This design comes from an exercise in tuning for small area on the open sky130 flow, not from production work. The RTL was checked by simulation tests, not by an equivalence proof against the original design.

==> run G: inputs <==
==> flow/design.v (excerpt) <==
module rgb_to_ycrcb_converter
#(
	parameter DATAIN_WIDTH 	= 32,
	parameter DATAOUT_WIDTH = 32
)
(
	input		clk		,
	input		rst		,
	input      	[DATAIN_WIDTH-1:0]	datain	,
	input             		datain_valid	,
	output	reg		datain_ready			,
	output      	[DATAOUT_WIDTH-1:0]	dataout			,
	output  reg           		dataout_valid ,
	input				dataout_ready
);
Settings: LEC_CHECK=0, CAP_MARGIN=20, CORE_MARGIN=2, CORE_UTILIZATION=65, SLEW_MARGIN=20, SYNTH_HIERARCHICAL=1; clock period 10.0 ns.
run.sh (not shown) runs the stock make flow with config.mk's settings and CLKGATE_MAP_FILE= SYNTH_SCRIPT=/design/flow/synth_recipe.tcl, a recipe that flattens the netlist after the stock synthesis.
==> run X: changes against run G <==
CORE_UTILIZATION = 40   (was 65)
==> flow_metrics.tcl <==
set metrics [dict create \
    fin_skew_ps 5.84 \
    grt_pass1_wl_um 12500 \
    critPathArrivalTime_ps 9940 \
    reg2reg_slack_ps 250 \
    multi_input_comb_area_um2 2930 \
    status "timing/DRC/antenna clean" \
    viasPerCell 4.20 \
    multi_input_area_share_pct 55.6 \
    cp-end-kind "flop" \
    dieArea_um2 11600 \
    dr_wl_met2_um 3510 \
]
(the above is from run X)
==> flow_metrics.tcl <==
set metrics [dict create \
    status "timing/DRC/antenna clean" \
    fmax_mhz 102 \
    drc 0 \
    hp-start "v1$_SDFF_PP0_" \
    multi_input_comb_area_um2 2940 \
    dieArea_um2 7260 \
    fin_skew_ps 15.1 \
    whs_path_depth 1 \
    drtPass1Iterations 6 \
    viasPerCell 4.90 \
    multi_input_area_share_pct 56.7 \
    reg2reg_slack_ps 290 \
    dr_wl_met2_um 3740 \
    cp-end-kind "output pin" \
    grt_pass1_wl_um 12800 \
    synth_seq_cells 53 \
]
(the above is from run G)

==> v13: inputs <==
rgb_to_ycrcb_converter, a different RTL version from the one above (not shown whole).
Settings: LEC_CHECK=0, CAP_MARGIN=20, CORE_MARGIN=2, CORE_UTILIZATION=40, SLEW_MARGIN=20, SYNTH_HIERARCHICAL=1; clock period 10.0 ns.
standard.sh (not shown) runs the stock make flow with config.mk's settings and CLKGATE_MAP_FILE= SYNTH_SCRIPT=/design/flow/synth_recipe.tcl, a recipe that flattens the netlist after the stock synthesis.
==> flow/flow/run.sh <==
#!/bin/bash
set -euo pipefail
export BUFFER_PORTS_ARGS="-buffer_cell sky130_fd_sc_hd__buf_1"
export REMOVE_ABC_BUFFERS=1
export CTS_ARGS="-sink_clustering_enable -repair_clock_nets -dont_use_dummy_load"
bash standard.sh finish > standard_flow.log 2>&1
==> v32: changes against v13 <==
==> flow/flow/run.sh (replaced) <==
#!/bin/bash
set -euo pipefail
export BUFFER_PORTS_ARGS="-buffer_cell sky130_fd_sc_hd__buf_1"
bash standard.sh finish > standard_flow.log 2>&1
==> v31: changes against v13 <==
GPL_TIMING_DRIVEN = 0   (was not set)
==> flow_metrics.tcl <==
set metrics [dict create \
    outcome "timing/DRC/antenna clean" \
    globalRouteMet1Util_pct 15.9 \
    area_delta_synth_final_pct 7.02 \
    nFillCells 968 \
    worst_skew_pair.late_latency_ps 310 \
    worstRegToRegCells 23 \
    nonClkBufAreaFrac_pct 4.48 \
]
The numbers above come from v13.

==> flow_metrics.tcl <==
set metrics [dict create \
    globalRouteMet1Util_pct 16.2 \
    nonClkBufAreaFrac_pct 4.43 \
    outcome "timing/DRC/antenna clean" \
    critical_path_depth 19 \
    endpoint "dataout[15]" \
    nFillCells 974 \
    worst_skew_pair.late_latency_ps 300 \
]
The numbers above come from v32.

==> flow_metrics.tcl <==
set metrics [dict create \
    globalRouteMet1Util_pct 15.3 \
    rows 37 \
    worst_skew_pair.late_latency_ps 310 \
    outcome "timing/DRC/antenna clean" \
    nFillCells 978 \
    nonClkBufAreaFrac_pct 4.48 \
    area_delta_synth_final_pct 7.02 \
    worstRegToRegCells 23 \
]
The numbers above come from v31.

## separate check: timing with driven ports
The results above use ideal ports. As a check the final layouts listed here were re-extracted and re-timed, cells and wires unchanged. Step 1 (the two cells are an assumption about what drives the block):
set clk [get_ports {clk}]
set_driving_cell -lib_cell sky130_fd_sc_hd__clkbuf_16 $clk
set_driving_cell -lib_cell sky130_fd_sc_hd__buf_2 [delete_from_list [all_inputs] $clk]
Step 2, shift: input delay + t, output delay - t, t = (earliest + latest rising clock arrival at the registers) / 2. This alone moves slack from input paths to output paths. Slacks: ideal ports / drivers / drivers and shift; pairs: ideal ports / drivers.
| run | shift t [ns] | setup WS [ns] | worst slew at a driven data input, ns |
|---|---|---|---|
| run G | 0.322 | 0.193 / 0.165 / 0.287 | 0.03 |
| run X | 0.330 | 0.248 / 0.248 / 0.248 | 0.04 |
| v13 | 0.330 | 0.545 / 0.516 / 0.845 | 0.03 |
| v32 | 0.328 | 0.548 / 0.518 / 0.846 | 0.03 |
| v31 | 0.325 | 0.563 / 0.533 / 0.858 | 0.03 |
After both steps every run listed still meets setup and hold.
